Source: an optimization exercise on an open RTL-to-GDS flow (aim: small area). Production flows keep margins and buffers that such runs may drop.
At most, simulation tests tie the RTL to the original design; equivalence was not proved.
Power is estimated from default activity; no workload was simulated.

Setup of lane 4:
==> flow/design.v <==
`timescale 1ns / 1ps
module uart_rx (
    input logic clk,
    input logic rst_n,
    input logic rx_i,
    output logic       push,
    output logic [4:0] code
);
  localparam BAUD_TICK = 54;
  localparam HALF_BAUD = 27;
  logic [5:0] baud_cnt;
  logic [3:0] bit_cnt;
  logic [7:0] rx_shift;
  logic [1:0] rx_sync;
  logic rx_busy;
  logic start_edge;
  always_ff @(posedge clk) begin
    rx_sync <= {rx_sync[0], rx_i};
  end
  always_ff @(posedge clk or negedge rst_n) begin
    if (!rst_n) begin
      start_edge <= 0;
      rx_busy    <= 0;
      push       <= 0;
    end else begin
      start_edge <= (!rx_busy && rx_sync == 2'b10);
      push <= 0;
      if (start_edge) rx_busy <= 1;
      else if (rx_busy && bit_cnt == 9 && baud_cnt == BAUD_TICK) begin
        push    <= 1;
        rx_busy <= 0;
      end
    end
  end
  always_ff @(posedge clk) begin
    if (start_edge) begin
      baud_cnt <= 0;
      bit_cnt  <= 0;
    end else if (rx_busy) begin
      baud_cnt <= baud_cnt + 1'b1;
      if ((bit_cnt == 0 && baud_cnt == HALF_BAUD) || (bit_cnt != 0 && baud_cnt == BAUD_TICK)) begin
        baud_cnt <= 0;
        bit_cnt  <= bit_cnt + 1'b1;
        if (bit_cnt != 0 && bit_cnt != 9) rx_shift <= {rx_sync[0], rx_shift[7:1]};
      end
    end
  end
  logic [3:0] nib;
  logic is_hex, is_w, is_r;
  always_comb begin
    is_hex = 1'b1;
    nib = 4'h0;
    case (rx_shift)
      "0": nib = 4'h0;
      "1": nib = 4'h1;
      "2": nib = 4'h2;
      "3": nib = 4'h3;
      "4": nib = 4'h4;
      "5": nib = 4'h5;
      "6": nib = 4'h6;
      "7": nib = 4'h7;
      "8": nib = 4'h8;
      "9": nib = 4'h9;
      "a", "A": nib = 4'hA;
      "b", "B": nib = 4'hB;
      "c", "C": nib = 4'hC;
      "d", "D": nib = 4'hD;
      "e", "E": nib = 4'hE;
      "f", "F": nib = 4'hF;
      default: begin
        nib = 4'h0;
        is_hex = 1'b0;
      end
    endcase
    is_w = (rx_shift == "w");
    is_r = (rx_shift == "r");
    code = {is_w | is_r, nib[3:1], nib[0] | is_r};
  end
endmodule
`timescale 1ns / 1ps
module uart_tx (
    input logic clk,
    input logic rst_n,
    input logic [7:0] tx_data_i,
    input logic tx_start,
    output logic tx_o,
    output logic tx_busy
);
  localparam BAUD_TICK = 54;
  logic [5:0] baud_cnt;
  logic [10:0] sh;
  assign tx_busy = |sh[10:1];
  assign tx_o = sh[0];
  always_ff @(posedge clk or negedge rst_n) begin
    if (!rst_n) begin
      sh <= 11'b00000000001;
    end else if (tx_start && !tx_busy) begin
      sh[10:1] <= {1'b1, tx_data_i, 1'b0};
    end else if (tx_busy && baud_cnt == BAUD_TICK - 1) begin
      sh <= {1'b0, sh[10:1]};
    end
  end
  always_ff @(posedge clk) begin
    if (tx_start && !tx_busy) baud_cnt <= 0;
    else if (tx_busy) begin
      if (baud_cnt == BAUD_TICK - 1) baud_cnt <= 0;
      else baud_cnt <= baud_cnt + 1'b1;
    end
  end
endmodule
`timescale 1ns / 1ps
module fifo #(
    parameter DataWidth = 5,
    parameter Depth = 16,
    localparam PtrWidth = $clog2(Depth)
) (
    input logic rst_n,
    input logic clk,
    input logic writeEN,
    input logic [DataWidth-1:0] writeData,
    input logic readEN,
    output logic [DataWidth-1:0] readData,
    output logic empty
);
  logic [DataWidth*Depth-1:0] ring;
  logic [PtrWidth:0] count;
  logic [PtrWidth-1:0] rdPos;
  logic full;
  logic pend;
  logic push, pop;
  logic ins;
  assign empty = (count == 0);
  assign full = count[PtrWidth];
  assign push = writeEN && !full;
  assign pop = readEN && !empty;
  assign ins = pend && (rdPos == count[PtrWidth-1:0] - 2'd2);
  always_ff @(posedge clk or negedge rst_n) begin
    if (!rst_n) begin
      count <= '0;
      pend  <= 1'b0;
    end else begin
      if (push && !pop) count <= count + 1'b1;
      else if (pop && !push) count <= count - 1'b1;
      pend <= push | (pend & !ins);
    end
  end
  always_ff @(posedge clk) begin
    if (!pop) rdPos <= rdPos + 1'b1;
    ring <= {ring[DataWidth*(Depth-1)-1:0], ins ? writeData : ring[DataWidth*Depth-1-:DataWidth]};
  end
  assign readData = (pend && count == 1) ? writeData : ring[DataWidth*rdPos+:DataWidth];
endmodule
module registers (
    input logic clk,
    input logic rst_n,
    input logic [7:0] head,
    input logic       wr_en,     
    input logic [7:0] wr_addr,
    input logic [7:0] wr_data,   
    output logic [7:0] head_data,
    output logic       q_empty
);
  logic [2047:0] ring;
  logic clearing;
  logic [7:0] ring_in;
  logic v0, v1, v2;
  logic [7:0] a0, a1, a2;
  logic [7:0] d0, d1;
  logic apply, mv0, mv1;
  assign head_data = ring[2047:2040];
  assign q_empty = !(v0 | v1 | v2);
  assign apply = v0 && (a0 == head);
  assign mv0 = v1 && (!v0 || apply);
  assign mv1 = v2 && (!v1 || mv0);
  always_comb begin
    if (clearing) ring_in = 8'h00;
    else if (apply) ring_in = d0;
    else ring_in = head_data;
  end
  always_ff @(posedge clk) begin
    ring <= {ring[2039:0], ring_in};
  end
  always_ff @(posedge clk or negedge rst_n) begin
    if (!rst_n) begin
      clearing <= 1'b1;
      v0 <= 1'b0;
      v1 <= 1'b0;
      v2 <= 1'b0;
    end else begin
      if (head == 8'hFF) clearing <= 1'b0;
      v0 <= mv0 | (v0 & !apply);
      v1 <= mv1 | (v1 & !mv0);
      v2 <= wr_en | (v2 & !mv1);
    end
  end
  always_ff @(posedge clk) begin
    if (mv0) begin
      a0 <= a1;
      d0 <= d1;
    end
    if (mv1) begin
      a1 <= a2;
      d1 <= wr_data;
    end
    if (wr_en) a2 <= wr_addr;
  end
endmodule
module command_parser (
    input logic clk,
    input logic rst_n,
    input  logic [4:0] code,     
    input  logic       empty,
    output logic       readEN,
    input  logic [7:0] head,
    input  logic [7:0] head_data,
    input  logic       q_empty,
    output logic       wr_en,
    output logic [7:0] wr_addr,
    output logic [7:0] wr_data,
    output logic [7:0] tx_data_o,
    output logic       tx_start,
    input  logic       busy
);
  typedef enum logic [2:0] {
    IDLE,
    PARSE_ADDR_UPPER,
    PARSE_ADDR_LOWER,
    PARSE_DATA_UPPER,
    PARSE_DATA_LOWER,
    EXECUTE_WRITE,
    EXECUTE_READ,
    RESPOND_SEND
  } state_t;
  state_t state_reg, next_state;
  logic       cmd_w;
  logic [7:0] addr_reg;
  logic [7:0] data_reg;
  logic [1:0] response_idx;
  logic [3:0] hex_nibble;
  logic [3:0] nibble_to_send;
  logic [7:0] ascii_char;
  assign hex_nibble = {code[3:1], code[0] & ~code[4]};
  assign wr_addr = addr_reg;
  assign wr_data = data_reg;
  always_ff @(posedge clk or negedge rst_n) begin
    if (!rst_n) state_reg <= IDLE;
    else state_reg <= next_state;
  end
  always_ff @(posedge clk) begin
    case (state_reg)
      IDLE: if (!empty && code[4]) cmd_w <= ~code[0];
      PARSE_ADDR_UPPER: if (!empty) addr_reg[7:4] <= hex_nibble;
      PARSE_ADDR_LOWER: if (!empty) addr_reg[3:0] <= hex_nibble;
      PARSE_DATA_UPPER: if (!empty) data_reg[7:4] <= hex_nibble;
      PARSE_DATA_LOWER: if (!empty) data_reg[3:0] <= hex_nibble;
      EXECUTE_READ: response_idx <= 2'd0;
      RESPOND_SEND: begin
        if (q_empty && head == addr_reg) data_reg <= head_data;
        if (!busy) response_idx <= response_idx + 1'b1;
      end
      default: ;
    endcase
  end
  always_comb begin
    next_state = state_reg;
    readEN = 1'b0;
    wr_en = 1'b0;
    tx_start = 1'b0;
    case (state_reg)
      IDLE: begin
        if (!empty) begin
          readEN = 1'b1;
          if (code[4]) next_state = PARSE_ADDR_UPPER;
        end
      end
      PARSE_ADDR_UPPER: begin
        if (!empty) begin
          readEN = 1'b1;
          next_state = PARSE_ADDR_LOWER;
        end
      end
      PARSE_ADDR_LOWER: begin
        if (!empty) begin
          if (cmd_w) begin
            readEN = 1'b1;
            next_state = PARSE_DATA_UPPER;
          end else begin
            next_state = EXECUTE_READ;
          end
        end
      end
      PARSE_DATA_UPPER: begin
        if (!empty) begin
          readEN = 1'b1;
          next_state = PARSE_DATA_LOWER;
        end
      end
      PARSE_DATA_LOWER: begin
        if (!empty) next_state = EXECUTE_WRITE;
      end
      EXECUTE_WRITE: begin
        wr_en = (addr_reg != 8'h00);
        next_state = IDLE;
      end
      EXECUTE_READ: next_state = RESPOND_SEND;
      RESPOND_SEND: begin
        if (!busy) begin
          tx_start = 1'b1;
          if (response_idx == 2'd3) next_state = IDLE;
        end
      end
      default: next_state = IDLE;
    endcase
  end
  assign nibble_to_send = response_idx[0] ? data_reg[3:0] : data_reg[7:4];
  assign ascii_char = (nibble_to_send < 4'd10) ? {4'h3, nibble_to_send} : {4'h4, 1'b0, nibble_to_send[2:0] - 3'd1};
  always_comb begin
    case (response_idx)
      2'd0: tx_data_o = 8'h0A;
      2'd1: tx_data_o = 8'h3E;
      default: tx_data_o = ascii_char;
    endcase
  end
endmodule
`timescale 1ns / 1ps
module fpga_debug_top (
    input  logic clk,
    input  logic i_uart_rx_pin,
    output logic o_uart_tx_pin,
    input  logic rst_n,
    output logic led
);
  logic [15:0] blink_cnt;
  always_ff @(posedge clk or negedge rst_n) begin
    if (!rst_n) blink_cnt <= '0;
    else blink_cnt <= blink_cnt + 1'b1;
  end
  assign led = blink_cnt[15];
  logic       rx_push;
  logic [4:0] rx_code;
  logic [4:0] fifo_code;
  logic       fifo_empty;
  logic       fifo_pop;
  logic [7:0] tx_data;
  logic       tx_start;
  logic       tx_busy;
  logic [7:0] head_data;
  logic       q_empty;
  logic       wr_en;
  logic [7:0] wr_addr;
  logic [7:0] wr_data;
  uart_rx u_uart_rx (
      .clk(clk),
      .rst_n(rst_n),
      .rx_i(i_uart_rx_pin),
      .push(rx_push),
      .code(rx_code)
  );
  fifo u_fifo (
      .clk(clk),
      .rst_n(rst_n),
      .writeEN(rx_push),
      .writeData(rx_code),
      .readEN(fifo_pop),
      .readData(fifo_code),
      .empty(fifo_empty)
  );
  command_parser u_command_parser (
      .clk(clk),
      .rst_n(rst_n),
      .code(fifo_code),
      .empty(fifo_empty),
      .readEN(fifo_pop),
      .head(blink_cnt[7:0]),
      .head_data(head_data),
      .q_empty(q_empty),
      .wr_en(wr_en),
      .wr_addr(wr_addr),
      .wr_data(wr_data),
      .tx_data_o(tx_data),
      .tx_start(tx_start),
      .busy(tx_busy)
  );
  registers u_registers (
      .clk(clk),
      .rst_n(rst_n),
      .head(blink_cnt[7:0]),
      .wr_en(wr_en),
      .wr_addr(wr_addr),
      .wr_data(wr_data),
      .head_data(head_data),
      .q_empty(q_empty)
  );
  uart_tx u_uart_tx (
      .clk(clk),
      .rst_n(rst_n),
      .tx_data_i(tx_data),
      .tx_start(tx_start),
      .tx_o(o_uart_tx_pin),
      .tx_busy(tx_busy)
  );
endmodule
==> flow/config.mk <==
export PLATFORM = sky130hd
export DESIGN_NAME = fpga_debug_top
export DESIGN_NICKNAME = fpga_debug_top
export VERILOG_FILES = /design/flow/design.v
export SDC_FILE = /design/flow/constraint.sdc
export NUM_CORES = 4
export LEC_CHECK = 0
export CAP_MARGIN = 20
export CORE_MARGIN = 2
export CORE_UTILIZATION = 60
export SLEW_MARGIN = 20
==> flow/constraint.sdc <==
create_clock -name core_clock -period 20.0 [get_ports {clk}]
set_input_delay 4.0000 -clock core_clock [delete_from_list [all_inputs] [get_ports {clk}]]
set_output_delay 4.0000 -clock core_clock [all_outputs]
set_load 0.01 [all_outputs]
standard.sh (not shown) runs the stock make flow with config.mk's settings and CLKGATE_MAP_FILE= SYNTH_SCRIPT=/design/flow/synth_recipe.tcl, a recipe that flattens the netlist after the stock synthesis.
==> flow/flow/run.sh <==
#!/bin/bash
set -euo pipefail
export CTS_ARGS="-sink_clustering_enable -repair_clock_nets -dont_use_dummy_load -buf_list sky130_fd_sc_hd__clkbuf_8 -sink_clustering_size 22 -sink_clustering_max_diameter 50"
bash standard.sh > standard_flow.log 2>&1
Looking at the reports, lane 4 completed the entire flow and the layout it produced met the timing, design-rule and antenna checks.
For lane 3, these inputs were changed with respect to lane 4:
==> flow/design.v, changed modules only <==
module uart_rx (
    input logic clk,
    input logic rst_n,
    input logic rx_i,
    output logic       push,
    output logic [4:0] code
);
  localparam BAUD_TICK = 54;
  localparam HALF_BAUD = 27;
  logic [5:0] baud_cnt;
  logic [3:0] bit_cnt;
  logic [7:0] rx_shift;
  logic [1:0] rx_sync;
  logic rx_busy;
  logic start_edge;
  always_ff @(posedge clk) begin
    rx_sync <= {rx_sync[0], rx_i};
  end
  always_ff @(posedge clk or negedge rst_n) begin
    if (!rst_n) begin
      start_edge <= 0;
      rx_busy    <= 0;
      push       <= 0;
    end else begin
      start_edge <= (!rx_busy && rx_sync == 2'b10);
      push <= 0;
      if (start_edge) rx_busy <= 1;
      else if (rx_busy && bit_cnt == 9 && baud_cnt == BAUD_TICK) begin
        push    <= 1;
        rx_busy <= 0;
      end
    end
  end
  always_ff @(posedge clk) begin
    if (start_edge) begin
      baud_cnt <= BAUD_TICK - HALF_BAUD;
      bit_cnt  <= 0;
    end else if (rx_busy) begin
      baud_cnt <= baud_cnt + 1'b1;
      if (baud_cnt == BAUD_TICK) begin
        baud_cnt <= 0;
        bit_cnt  <= bit_cnt + 1'b1;
        if (bit_cnt != 0 && bit_cnt != 9) rx_shift <= {rx_sync[0], rx_shift[7:1]};
      end
    end
  end
  logic [3:0] nib;
  logic is_hex, is_w, is_r;
  always_comb begin
    is_hex = 1'b1;
    nib = 4'h0;
    case (rx_shift)
      "0": nib = 4'h0;
      "1": nib = 4'h1;
      "2": nib = 4'h2;
      "3": nib = 4'h3;
      "4": nib = 4'h4;
      "5": nib = 4'h5;
      "6": nib = 4'h6;
      "7": nib = 4'h7;
      "8": nib = 4'h8;
      "9": nib = 4'h9;
      "a", "A": nib = 4'hA;
      "b", "B": nib = 4'hB;
      "c", "C": nib = 4'hC;
      "d", "D": nib = 4'hD;
      "e", "E": nib = 4'hE;
      "f", "F": nib = 4'hF;
      default: begin
        nib = 4'h0;
        is_hex = 1'b0;
      end
    endcase
    is_w = (rx_shift == "w");
    is_r = (rx_shift == "r");
    code = {is_w | is_r, nib[3:1], nib[0] | is_r};
  end
endmodule
module fifo #(
    parameter DataWidth = 5,
    parameter Depth = 16,
    localparam PtrWidth = $clog2(Depth)
) (
    input logic rst_n,
    input logic clk,
    input logic writeEN,
    input logic [DataWidth-1:0] writeData,
    input logic readEN,
    output logic [DataWidth-1:0] readData,
    output logic empty
);
  logic [DataWidth*Depth-1:0] ring;
  logic [PtrWidth:0] count;
  logic [PtrWidth-1:0] rdPos;
  logic full;
  logic pend;
  logic push, pop;
  logic ins;
  assign empty = (count == 0);
  assign full = count[PtrWidth];
  assign push = writeEN && !full;
  assign pop = readEN && !empty;
  assign ins = pend && (rdPos == count[PtrWidth-1:0] - 2'd2);
  always_ff @(posedge clk or negedge rst_n) begin
    if (!rst_n) begin
      count <= '0;
      rdPos <= '0;
      pend  <= 1'b0;
    end else begin
      if (push && !pop) count <= count + 1'b1;
      else if (pop && !push) count <= count - 1'b1;
      if (!pop) rdPos <= rdPos + 1'b1;
      pend <= push | (pend & !ins);
    end
  end
  always_ff @(posedge clk) begin
    ring <= {ring[DataWidth*(Depth-1)-1:0], ins ? writeData : ring[DataWidth*Depth-1-:DataWidth]};
  end
  assign readData = (pend && count == 1) ? writeData : ring[DataWidth*rdPos+:DataWidth];
endmodule
Findings:
Lane 3: full flow OK, the timing, design-rule and antenna checks passed
Worst setup slack before clock tree synthesis: lane 4 vs lane 3, no meaningful difference
Lane 3 vs. lane 4: sequential power flat; post-synthesis instance area about even; area of all placed cells without fillers essentially unchanged; detailed route wirelength on metal2 shrank by about 0.4%.
From lane 4 to lane 3 the numbers moved as follows: layout multi-input combinational cell count grew by 13, wire length grew by 1.4%, non-clock buffer count grew by 2, area enclosed by the die boundary held steady.
Lane 4 and lane 3 ended up with nearly the same estimated wirelength of the detail-placed design.
The RTL of lane 3 was laid out without a check of its function.

-- what the ideal ports hide --
Ports are ideal in the flow. The routed layouts listed here were re-timed in OpenROAD.
Step 1 (the two cells are an assumption about what drives the block):
set clk [get_ports {clk}]
set_driving_cell -lib_cell sky130_fd_sc_hd__clkbuf_16 $clk
set_driving_cell -lib_cell sky130_fd_sc_hd__buf_2 [delete_from_list [all_inputs] $clk]
Step 2 adds t to the input delays and takes it off the output delays; t is the mean of the earliest and latest rising clock arrival at the registers after step 1. Input paths then give back, and output paths get back, about the clock's delay inside the block.
Three values: no drivers, after step 1, after step 2; two values: the first two.
run | t, ns | slack for setup (ns) | hold WS [ns] | slew at the worst register clock pin (ns) | worst slew at a driven data input, ns
lane 4 | 0.808 | 14.183 / 14.125 / 14.933 | 0.254 / 0.254 / 0.254 | 0.12 / 0.12 | 0.03
lane 3 | 0.815 | 14.135 / 14.075 / 14.889 | 0.261 / 0.261 / 0.261 | 0.12 / 0.12 | 0.03
After both steps every run listed still meets setup and hold.
